From an optimization exercise on the open Yosys and OpenROAD flow, aimed at small area; shortcuts taken in it are not production practice.
The RTL was checked by simulation tests, not by an equivalence proof against the original design.
The clock port is modelled as an ideal driver, which makes a skipped or thinned clock tree look cheaper than it is; a real chip needs a root buffer or a tree.
Power is estimated from default activity; no workload was simulated.

## temp
module temp(clk, rst_n, sda_i, sda_o, sda_oe, scl, out_led, arrange);
    input clk;
    input rst_n;
    input sda_i;
    output sda_o;
    output sda_oe;
    output scl;
    output [7:0] out_led;
    output [7:0] arrange;
    reg [1:0] p;
    reg [2:0] q;
    reg [5:0] d;
    reg [9:0] n;
    reg [1:0] count;
    reg scl, sda_r, sda_link;
    reg [7:0] rd0, rd1;
    wire q4   = q[2] & ~q[1];           
    wire p1   = ~p[1] & p[0];           
    wire p3   = p[1] & ~p[0];           
    wire step = q4 & p3;                
    wire tog  = q4 & p1;                
    wire odd  = scl;                    
    wire d62  = (d == 6'b100000);       
    wire cinc = d62 & p1;               
    wire wrap = (n == 10'd528);
    always @(posedge clk or negedge rst_n)
        if (!rst_n) begin
            p <= 2'b00;
            q <= 3'b000;
            d <= 6'b000001;
            count <= 2'd0;
            scl <= 1'b1;
            n <= 10'd10;
        end else begin
            p <= {p[0], ~p[1]};
            q <= {q[1:0], ~(q[2] | q[1])};
            d <= {d[4:0], d[5] ^ d[4]};
            if (cinc) count <= count + 2'd1;
            if (tog) scl <= ~scl;
  ...
Size: about 320 cells after synthesis, about 42 flip-flops, about 2500 sq um of cells after synthesis.
clock: 10.0 ns
lec_check: 0
abc_area: 1
cap_margin: 20
core_margin: 2
core_utilization: 40
slew_margin: 20
standard.sh (not shown) runs the stock make flow with config.mk's settings and CLKGATE_MAP_FILE= SYNTH_SCRIPT=/design/flow/synth_recipe.tcl, a recipe that flattens the netlist after the stock synthesis.
==> flow/flow/run.sh <==
#!/bin/bash
# Own layout flow: the standard ORFS flow, with one change in synthesis:
# the final ABC technology mapping uses an area-oriented script (flow/abc_map.script)
# instead of ORFS's abc_area/abc_speed script. Everything else (registers, their
# names and cells, flattening, renaming, floorplan, placement, CTS, routing) is the
# standard flow, run through standard.sh.
set -euo pipefail
work=$(pwd)
abc_script=$work/flow/abc_map.script
{
    head -n 1 synth_recipe.tcl
    cat <<TCL
proc abc {args} {
    set i [lsearch -exact \$args -script]
    if {\$i >= 0} { set args [lreplace \$args [expr {\$i + 1}] [expr {\$i + 1}] $abc_script] }
    yosys abc {*}\$args
}
TCL
    tail -n +2 synth_recipe.tcl
} > own_synth.tcl
bash standard.sh SYNTH_SCRIPT=$work/own_synth.tcl finish > flow_make.log 2>&1
cp orfs/logs/*/temp/base/1_2_yosys.log synth_yosys.log 2>/dev/null || true
==> flow/flow/abc_map.script <==
strash
balance
rewrite
refactor
balance
rewrite
rewrite -z
balance
refactor -z
rewrite -z
balance
dch -f
amap
topo
==> next run, changes <==
==> flow/run.sh (new file) <==
#!/bin/bash
# synth_recipe.tcl (not shown) runs the flow's synth.tcl, then flattens the netlist and writes it again
# the make line also repeats each setting of config.mk as NAME=value (left out here)
make -C /OpenROAD-flow-scripts/flow DESIGN_CONFIG=/design/flow/config.mk WORK_HOME=/design/flow/orfs CLKGATE_MAP_FILE= SYNTH_SCRIPT=/design/flow/synth_recipe.tcl finish
removed: flow/flow/run.sh
removed: flow/flow/abc_map.script
removed: flow/standard.sh
Outcome:
- design area increases by 13%
- clock power decreases by 30%
- routed wire length increases by 6.9%
- synthesized area increases by 16%

========
The RTL this note starts from:
==> flow/design.v <==
`timescale 1ns/1ps
module temp(clk, rst_n, sda_i, sda_o, sda_oe, scl, out_led, arrange);
    input clk;
    input rst_n;
    input sda_i;
    output sda_o;
    output sda_oe;
    output scl;
    output [7:0] out_led;
    output [7:0] arrange;
    reg [1:0] p;
    reg [2:0] q;
    reg [5:0] d;
    reg [9:0] n;
    reg [1:0] count;
    reg scl, sda_r, sda_link;
    reg [7:0] rd0, rd1;
    wire q4   = q[2] & ~q[1];           
    wire p1   = ~p[1] & p[0];           
    wire p3   = p[1] & ~p[0];           
    wire step = q4 & p3;                
    wire tog  = q4 & p1;                
    wire inc  = step & scl;             
    wire cinc = (d == 6'b100000) & p1;  
    wire act  = n[9];
    wire [4:0] a = n[4:0];
    wire last = n[9] & n[4] & n[3] & n[2];      
    wire [9:0] nx = n + inc;
    always @(posedge clk or negedge rst_n)
        if (!rst_n) begin
            p <= 2'b00;
            q <= 3'b000;
            d <= 6'b000000;
            count <= 2'd0;
            scl <= 1'b1;
            n <= 10'd12;
        end else begin
            p <= {p[0], ~p[1]};
            q <= {q[1:0], ~(q[2] | q[1])};
            d <= {d[4:0], ~(d[5] ^ d[4])};
            count <= count + cinc;
            scl <= scl ^ tog;
            n <= nx & ~({last, 4'b0000, last, 3'b000, last} & {10{inc}});
        end
    wire link_a = ~a[4] & (~a[3] | ~(a[2] | a[1] | a[0]))
                | a[4] & (a[3] & a[2] | a[3] & a[1] & a[0] | ~a[3] & ~a[2] & a[1] & ~a[0]);
    wire sda_z = act & (a[1] & ~a[2] & ~a[3] | a[2] & ~a[1] & a[0]
                        | ~a[3] & ~a[2] & ~a[1] & ~a[0] & scl | a[3] & a[2] & ~scl);
    always @(posedge clk or negedge rst_n)
        if (!rst_n) begin
            sda_r <= 1'b1;
            sda_link <= 1'b0;
        end else begin
            if (step) sda_r <= ~sda_z;
            if (step & act) sda_link <= link_a;
            else if (~n[9] & nx[9]) sda_link <= 1'b0;    
        end
    wire rd_en = inc & act;
    genvar k;
    generate
        for (k = 0; k < 8; k = k + 1) begin : g_rd
            always @(posedge clk or negedge rst_n)
                if (!rst_n) begin
                    rd0[k] <= 1'b0;
                    rd1[k] <= 1'b0;
                end else begin
                    if (rd_en & a == 17 - k) rd0[k] <= sda_i;
                    if (rd_en & a == 26 - k) rd1[k] <= sda_i;
                end
        end
    endgenerate
    assign sda_o = sda_r;
    assign sda_oe = sda_link;
    wire [7:0] y = count[1] ? rd0 : {1'b0, rd1[7:1]};
    wire lo = count[1] ? rd1[7] : rd1[0];
    function [3:0] dstep;
        input [2:0] r;
        input b;
        reg qb;
        begin
            qb = r[2] | (r[1] & (r[0] | b));
            dstep = {qb, r[1] & ~r[0] & ~b | r[2] & b,
                         r[0] & (~r[1] | b) | r[2] & ~b,
                         b ^ qb};
        end
    endfunction
    wire [3:0] s5 = dstep({1'b0, y[7:6]}, y[5]);
    wire [3:0] s4 = dstep(s5[2:0], y[4]);
    wire [3:0] s3 = dstep(s4[2:0], y[3]);
    wire [3:0] s2 = dstep(s3[2:0], y[2]);
    wire [3:0] s1 = dstep(s2[2:0], y[1]);
    wire [3:0] s0 = dstep(s1[2:0], y[0]);
    wire [3:0] dig = count[0] ? {s3[3], s2[3], s1[3], s0[3]} : {s0[2:0], lo};
    reg [6:0] seg;
    always @*
        case (dig)
            4'd0: seg = 7'b0000001;
            4'd1: seg = 7'b1001111;
            4'd2: seg = 7'b0010010;
            4'd3: seg = 7'b0000110;
            4'd4: seg = 7'b1001100;
            4'd5: seg = 7'b0100100;
            4'd6: seg = 7'b0100000;
            4'd7: seg = 7'b0001111;
            4'd8: seg = 7'b0000000;
            4'd9: seg = 7'b0001100;
            default: seg = 7'b1111111;
        endcase
    assign out_led = {seg, ~(count[1] & ~count[0])};
    assign arrange = {4'b1111, ~(4'b0001 << count)};
endmodule
==> flow/config.mk <==
export PLATFORM = sky130hd
export DESIGN_NAME = temp
export DESIGN_NICKNAME = temp
export VERILOG_FILES = /design/flow/design.v
export SDC_FILE = /design/flow/constraint.sdc
export NUM_CORES = 4
export LEC_CHECK = 0
export CAP_MARGIN = 20
export CORE_MARGIN = 2
export CORE_UTILIZATION = 75
export SLEW_MARGIN = 20
==> flow/constraint.sdc <==
create_clock -name core_clock -period 10.0 [get_ports {clk}]
set_input_delay 2.0000 -clock core_clock [delete_from_list [all_inputs] [get_ports {clk}]]
set_output_delay 2.0000 -clock core_clock [all_outputs]
set_load 0.01 [all_outputs]
==> flow/flow/run.sh <==
#!/bin/bash
# Own layout flow: the standard ORFS flow (standard.sh) with these changes:
#  1. synthesis: the final ABC technology mapping uses an area-oriented script
#     (flow/abc_map.script: &deepsyn, then dch and amap) instead of ORFS's
#     abc_area/abc_speed script; the
#     rest of synthesis (registers, names, flattening, renaming) is unchanged;
#  2. port buffers are the smallest buffer (buf_1) instead of ORFS's default;
#  3. clock tree: built by flow/cts_hook.tcl (a PRE_CTS hook) as a few clock
#     buffers driven by the clock port, each driving a group of nearby
#     register clock pins, in place of TritonCTS's H-tree with dummy loads;
#  4. constant outputs share synthesis's tie cell (no repair_tie_fanout).
# Each tool's full output stays in orfs/logs/ (one log per step) and make's
# output in flow_make.log.
set -euo pipefail
work=$(pwd)
abc_script=$work/flow/abc_map.script
{
    head -n 1 synth_recipe.tcl
    cat <<TCL
proc abc {args} {
    set i [lsearch -exact \$args -script]
    if {\$i >= 0} { set args [lreplace \$args [expr {\$i + 1}] [expr {\$i + 1}] $abc_script] }
    puts "own flow: abc {*}\$args"
    yosys abc {*}\$args
}
TCL
    tail -n +2 synth_recipe.tcl
} > own_synth.tcl
export BUFFER_PORTS_ARGS="-buffer_cell sky130_fd_sc_hd__buf_1"
export PRE_CTS_TCL=$work/flow/cts_hook.tcl
export OWN_CLOCK_BUFFER=${OWN_CLOCK_BUFFER:-sky130_fd_sc_hd__clkbuf_8}
export OWN_CLOCK_GROUPS=${OWN_CLOCK_GROUPS:-2}
export SKIP_REPAIR_TIE_FANOUT=1
bash standard.sh SYNTH_SCRIPT=$work/own_synth.tcl finish > flow_make.log 2>&1
==> flow/flow/cts_hook.tcl <==
# Clock tree for a small design: the clock port drives OWN_CLOCK_GROUPS clock
# buffers (OWN_CLOCK_BUFFER) directly, each at the centre of its group of
# register clock pins; the groups split the pins by x (or y) position. This
# replaces TritonCTS's H-tree, which puts a root buffer above leaf buffers of
# at most 15 sinks each and adds dummy loads.
set cts_block [ord::get_db_block]
set cts_port_net [[$cts_block findBTerm clk] getNet]
set cts_master [[ord::get_db] findMaster $::env(OWN_CLOCK_BUFFER)]
set cts_k $::env(OWN_CLOCK_GROUPS)
set cts_pins {}
set cts_xs {}
set cts_ys {}
foreach it [$cts_port_net getITerms] {
  set box [[$it getInst] getBBox]
  set x [expr {([$box xMin] + [$box xMax]) / 2}]
  set y [expr {([$box yMin] + [$box yMax]) / 2}]
  lappend cts_pins [list $it $x $y]
  lappend cts_xs $x
  lappend cts_ys $y
}
set cts_xs [lsort -integer $cts_xs]
set cts_ys [lsort -integer $cts_ys]
set cts_dx [expr {[lindex $cts_xs end] - [lindex $cts_xs 0]}]
set cts_dy [expr {[lindex $cts_ys end] - [lindex $cts_ys 0]}]
set cts_axis [expr {$cts_dx >= $cts_dy ? 1 : 2}]
set cts_pins [lsort -integer -index $cts_axis $cts_pins]
set cts_n [llength $cts_pins]
for {set g 0} {$g < $cts_k} {incr g} {
  set lo [expr {$g * $cts_n / $cts_k}]
  set hi [expr {($g + 1) * $cts_n / $cts_k - 1}]
  set buf [odb::dbInst_create $cts_block $cts_master clkbuf_own_$g]
  set net [odb::dbNet_create $cts_block clknet_own_$g]
  $net setSigType CLOCK
  set sx 0
  set sy 0
  foreach p [lrange $cts_pins $lo $hi] {
    lassign $p it x y
    set sx [expr {$sx + $x}]
    set sy [expr {$sy + $y}]
    $it disconnect
    $it connect $net
  }
  set m [expr {$hi - $lo + 1}]
  [$buf findITerm A] connect $cts_port_net
  [$buf findITerm X] connect $net
  $buf setLocation [expr {$sx / $m}] [expr {$sy / $m}]
  $buf setPlacementStatus PLACED
  puts "own flow: clock buffer clkbuf_own_$g ($::env(OWN_CLOCK_BUFFER)) drives $m clock pins"
}
set_propagated_clock [all_clocks]
proc clock_tree_synthesis {args} {
  puts "own flow: clock_tree_synthesis skipped, clock tree built by the PRE_CTS hook"
}
Other scripts of this flow, unchanged in this note and not shown: flow/flow/abc_map.script
The starting point produced a clean layout.
Then changed:
- CORE_UTILIZATION: 75 -> 85
Outcome: With this change the flow stopped in global placement without I/O (3_1_place_gp_skip_io); synthesized area stays the same; synthesized cell count stays the same.
Then changed:
--- a/flow/flow/run.sh
+++ b/flow/flow/run.sh
@@ -9,4 +9,3 @@
 #     buffers driven by the clock port, each driving a group of nearby
-#     register clock pins, in place of TritonCTS's H-tree with dummy loads;
-#  4. constant outputs share synthesis's tie cell (no repair_tie_fanout).
+#     register clock pins, in place of TritonCTS's H-tree with dummy loads.
 # Each tool's full output stays in orfs/logs/ (one log per step) and make's
@@ -31,4 +30,3 @@
 export OWN_CLOCK_BUFFER=${OWN_CLOCK_BUFFER:-sky130_fd_sc_hd__clkbuf_8}
-export OWN_CLOCK_GROUPS=${OWN_CLOCK_GROUPS:-2}
-export SKIP_REPAIR_TIE_FANOUT=1
+export OWN_CLOCK_GROUPS=${OWN_CLOCK_GROUPS:-3}
 bash standard.sh SYNTH_SCRIPT=$work/own_synth.tcl finish > flow_make.log 2>&1
- CORE_UTILIZATION: 85 -> 40
The new run completed with no timing, DRC or antenna violations; synthesized area stays the same; synthesized cell count does not change.
Then changed:
--- a/flow/flow/run.sh
+++ b/flow/flow/run.sh
@@ -9,3 +9,4 @@
 #     buffers driven by the clock port, each driving a group of nearby
-#     register clock pins, in place of TritonCTS's H-tree with dummy loads.
+#     register clock pins, in place of TritonCTS's H-tree with dummy loads;
+#  4. constant outputs share synthesis's tie cell (no repair_tie_fanout).
 # Each tool's full output stays in orfs/logs/ (one log per step) and make's
@@ -30,3 +31,4 @@
 export OWN_CLOCK_BUFFER=${OWN_CLOCK_BUFFER:-sky130_fd_sc_hd__clkbuf_8}
-export OWN_CLOCK_GROUPS=${OWN_CLOCK_GROUPS:-3}
+export OWN_CLOCK_GROUPS=${OWN_CLOCK_GROUPS:-2}
+export SKIP_REPAIR_TIE_FANOUT=1
 bash standard.sh SYNTH_SCRIPT=$work/own_synth.tcl finish > flow_make.log 2>&1
- CORE_UTILIZATION: 40 -> 65
Sequential cell count is unchanged.
Cell area came out lower by a few percent.
Sequential share of layout area came out higher by 1.1 points.
Routed wire length came out lower by a few percent.
First-iteration DRC count came out higher by well over a third.
Then changed:
--- a/flow/flow/run.sh
+++ b/flow/flow/run.sh
@@ -9,4 +9,3 @@
 #     buffers driven by the clock port, each driving a group of nearby
-#     register clock pins, in place of TritonCTS's H-tree with dummy loads;
-#  4. constant outputs share synthesis's tie cell (no repair_tie_fanout).
+#     register clock pins, in place of TritonCTS's H-tree with dummy loads.
 # Each tool's full output stays in orfs/logs/ (one log per step) and make's
@@ -31,4 +30,3 @@
 export OWN_CLOCK_BUFFER=${OWN_CLOCK_BUFFER:-sky130_fd_sc_hd__clkbuf_8}
-export OWN_CLOCK_GROUPS=${OWN_CLOCK_GROUPS:-2}
-export SKIP_REPAIR_TIE_FANOUT=1
+export OWN_CLOCK_GROUPS=${OWN_CLOCK_GROUPS:-3}
 bash standard.sh SYNTH_SCRIPT=$work/own_synth.tcl finish > flow_make.log 2>&1
Result:
- cell area rose by 1.1%
- routed wire length climbs by about 2%
- register-to-register slack got worse by 0.06 ns
The clock cells of the first, third, fourth and fifth runs of this note come from the design's own scripts or RTL, not from TritonCTS.

========
temp, a different RTL version from the one above (not shown whole).
Size: about 250 cells after synthesis, ~42 flip-flops.
clock: 10.0 ns
lec_check: 0
cap_margin: 20
core_margin: 2
core_utilization: 65
slew_margin: 20
==> flow/flow/run.sh <==
#!/bin/bash
# Own layout flow: the standard ORFS flow (standard.sh) with these changes:
#  1. synthesis: the final ABC technology mapping is run with each of the
#     area-oriented scripts flow/abc_map*.script (&deepsyn or rewriting, then
#     dch and amap) in place of ORFS's abc_area/abc_speed script, and the one
#     giving the smallest cell area is kept; the rest of synthesis (registers,
#     their names and cells, flattening, renaming) is unchanged;
#  2. port buffers are the smallest buffer (buf_1) instead of ORFS's default;
#  3. clock tree: built by flow/cts_hook.tcl (a PRE_CTS hook) as a few
#     buffers driven by the clock port, each driving a group of nearby
#     register clock pins, in place of TritonCTS's H-tree with dummy loads;
#  4. constant outputs share synthesis's tie cell (no repair_tie_fanout).
# Each tool's full output stays in orfs/logs/ (one log per step) and make's
# output in flow_make.log.
set -euo pipefail
work=$(pwd)
scripts=$(ls $work/flow/abc_map*.script | tr '\n' ' ')
{
    head -n 1 synth_recipe.tcl
    cat <<TCL
proc abc {args} {
    set i [lsearch -exact \$args -script]
    set lib [lindex \$args [expr {[lsearch -exact \$args -liberty] + 1}]]
    yosys design -save own_pre_abc
    set best {}
    foreach scr {$scripts} {
        yosys design -load own_pre_abc
        yosys abc {*}[lreplace \$args [expr {\$i + 1}] [expr {\$i + 1}] \$scr]
        yosys tee -q -o $work/own_abc_stat.txt stat -liberty \$lib
        set f [open $work/own_abc_stat.txt]
        regexp {Chip area for module[^:]*: ([0-9.]+)} [read \$f] -> area
        close \$f
        puts "own flow: abc script \$scr: area \$area"
        if {\$best eq {} || \$area < [lindex \$best 1]} {
            set best [list \$scr \$area]
            yosys design -save own_best_abc
        }
    }
    yosys design -load own_best_abc
    puts "own flow: kept the result of abc script [lindex \$best 0] (area [lindex \$best 1])"
}
TCL
    tail -n +2 synth_recipe.tcl
} > own_synth.tcl
export BUFFER_PORTS_ARGS="-buffer_cell sky130_fd_sc_hd__buf_1"
export PRE_CTS_TCL=$work/flow/cts_hook.tcl
export OWN_CLOCK_CHOICES="{sky130_fd_sc_hd__clkbuf_8 2} {sky130_fd_sc_hd__buf_4 4} {sky130_fd_sc_hd__buf_8 2} {sky130_fd_sc_hd__buf_6 3} {sky130_fd_sc_hd__clkbuf_8 3} {sky130_fd_sc_hd__clkbuf_8 4}"
export OWN_CLOCK_MAX_SLEW_NS=0.110
export SKIP_REPAIR_TIE_FANOUT=1
bash standard.sh SYNTH_SCRIPT=$work/own_synth.tcl finish > flow_make.log 2>&1
==> flow/flow/abc_map1.script <==
strash
&get -n
&deepsyn -S 1 -T 60
&put
dch -f
amap
topo
==> flow/flow/abc_map2.script <==
strash
&get -n
&deepsyn -S 2 -T 60
&put
dch -f
amap
strash
dch -f
amap
topo
==> flow/flow/abc_map3.script <==
strash
&get -n
&deepsyn -S 3 -T 60
&put
dch -f
amap
topo
==> flow/flow/abc_map4.script <==
strash
balance
rewrite
refactor
balance
rewrite
rewrite -z
balance
refactor -z
rewrite -z
balance
dch -f
amap
topo
==> flow/flow/abc_map5.script <==
strash
&get -n
&deepsyn -S 4 -T 60
&put
dch -f
amap
topo
Other scripts of this flow, unchanged in this note and not shown: flow/flow/cts_hook.tcl
The baseline ran to the end with no violations.
==> next run, changes <==
==> flow/flow/abc_map6.script (new file) <==
strash
&get -n
&deepsyn -S 5 -T 60
&put
dch -f
amap
strash
dch -f
amap
topo
==> flow/flow/abc_map7.script (new file) <==
strash
&get -n
&deepsyn -S 6 -T 60
&put
dch -f
amap
strash
dch -f
amap
topo
==> flow/flow/abc_map8.script (new file) <==
strash
&get -n
&deepsyn -S 7 -T 60
&put
dch -f
amap
topo
After rerunning:
- routed wire length shrinks by 4.5%
- setup slack got worse by 61 ps
- die area falls by 0.39%
- utilization grows by 0.30 points
- hold slack gets better by 15 ps
- sequential cell count is unchanged
- final cell count falls by 1.3%
- area after synthesis drops by 0.41%
- global-route usage came out lower by 1.2 points
==> next run, changes <==
==> flow/flow/abc_map01.script (new file) <==
strash
&get -n
&deepsyn -S 1 -T 60
&put
dch -f
amap
topo
==> flow/flow/abc_map02.script (new file) <==
strash
&get -n
&deepsyn -S 1 -T 60
&put
dch -f
amap
strash
dch -f
amap
topo
==> flow/flow/abc_map03.script (new file) <==
strash
&get -n
&deepsyn -S 2 -T 60
&put
dch -f
amap
topo
==> flow/flow/abc_map04.script (new file) <==
strash
&get -n
&deepsyn -S 2 -T 60
&put
dch -f
amap
strash
dch -f
amap
topo
==> flow/flow/abc_map05.script (new file) <==
strash
&get -n
&deepsyn -S 3 -T 60
&put
dch -f
amap
topo
==> flow/flow/abc_map06.script (new file) <==
strash
&get -n
&deepsyn -S 3 -T 60
&put
dch -f
amap
strash
dch -f
amap
topo
==> flow/flow/abc_map07.script (new file) <==
strash
&get -n
&deepsyn -S 4 -T 60
&put
dch -f
amap
topo
==> flow/flow/abc_map08.script (new file) <==
strash
&get -n
&deepsyn -S 4 -T 60
&put
dch -f
amap
strash
dch -f
amap
topo
==> flow/flow/abc_map09.script (new file) <==
strash
&get -n
&deepsyn -S 5 -T 60
&put
dch -f
amap
topo
==> flow/flow/abc_map10.script (new file) <==
strash
&get -n
&deepsyn -S 5 -T 60
&put
dch -f
amap
strash
dch -f
amap
topo
==> flow/flow/abc_map11.script (new file) <==
strash
&get -n
&deepsyn -S 6 -T 60
&put
dch -f
amap
topo
==> flow/flow/abc_map12.script (new file) <==
strash
&get -n
&deepsyn -S 6 -T 60
&put
dch -f
amap
strash
dch -f
amap
topo
==> flow/flow/abc_map13.script (new file) <==
strash
&get -n
&deepsyn -S 7 -T 60
&put
dch -f
amap
topo
==> flow/flow/abc_map14.script (new file) <==
strash
&get -n
&deepsyn -S 7 -T 60
&put
dch -f
amap
strash
dch -f
amap
topo
==> flow/flow/abc_map15.script (new file) <==
strash
&get -n
&deepsyn -S 8 -T 60
&put
dch -f
amap
topo
==> flow/flow/abc_map16.script (new file) <==
strash
&get -n
&deepsyn -S 8 -T 60
&put
dch -f
amap
strash
dch -f
amap
topo
==> flow/flow/abc_map17.script (new file) <==
strash
balance
rewrite
refactor
balance
rewrite
rewrite -z
balance
refactor -z
rewrite -z
balance
dch -f
amap
topo
removed: flow/flow/abc_map1.script
removed: flow/flow/abc_map2.script
removed: flow/flow/abc_map3.script
removed: flow/flow/abc_map4.script
removed: flow/flow/abc_map5.script
removed: flow/flow/abc_map6.script
removed: flow/flow/abc_map7.script
removed: flow/flow/abc_map8.script
Via count does not change; combinational power stays flat; routed wire length does not change; worst hold slack does not change; setup slack stays the same; first-iteration DRC count does not change; sequential share of layout area is unchanged.
In every run of this note, the design's own scripts or RTL, not TritonCTS, make the clock network.

[separate check: timing with driven ports]
The results above use ideal ports. As a check the final layouts listed here were re-extracted and re-timed, cells and wires unchanged.
Step 1, drivers: a clkbuf_16 drives clk and a buf_2 each remaining input, both assumed.
Step 2, shift: input delay + t, output delay - t, t = (earliest + latest rising clock arrival at the registers) / 2. This alone moves slack from input paths to output paths.
Slacks: ideal / step 1 / step 2; pairs: ideal / step 1.
| run | shift t [ns] | setup WS [ns] | worst setup path at the end |
|---|---|---|---|
| the first run of note 1 | 0.322 | 2.077 / 2.053 / 2.375 | register to output |
| the second run of note 1 | 0.319 | 4.029 / 4.002 / 4.321 | register to output |
| the first run of note 2 | 0.202 | 2.564 / 2.530 / 2.731 | register to output |
| the third run of note 2 | 0.191 | 2.852 / 2.807 / 2.998 | register to output |
| the fourth run of note 2 | 0.202 | 2.747 / 2.712 / 2.914 | register to output |
| the fifth run of note 2 | 0.187 | 2.787 / 2.743 / 2.930 | register to output |
| the first run of note 3 | 0.175 | 2.488 / 2.448 / 2.623 | register to output |
| the second run of note 3 | 0.176 | 2.427 / 2.387 / 2.563 | register to output |
| the third run of note 3 | 0.176 | 2.427 / 2.387 / 2.563 | register to output |
After both steps setup and hold are still met in every run listed.
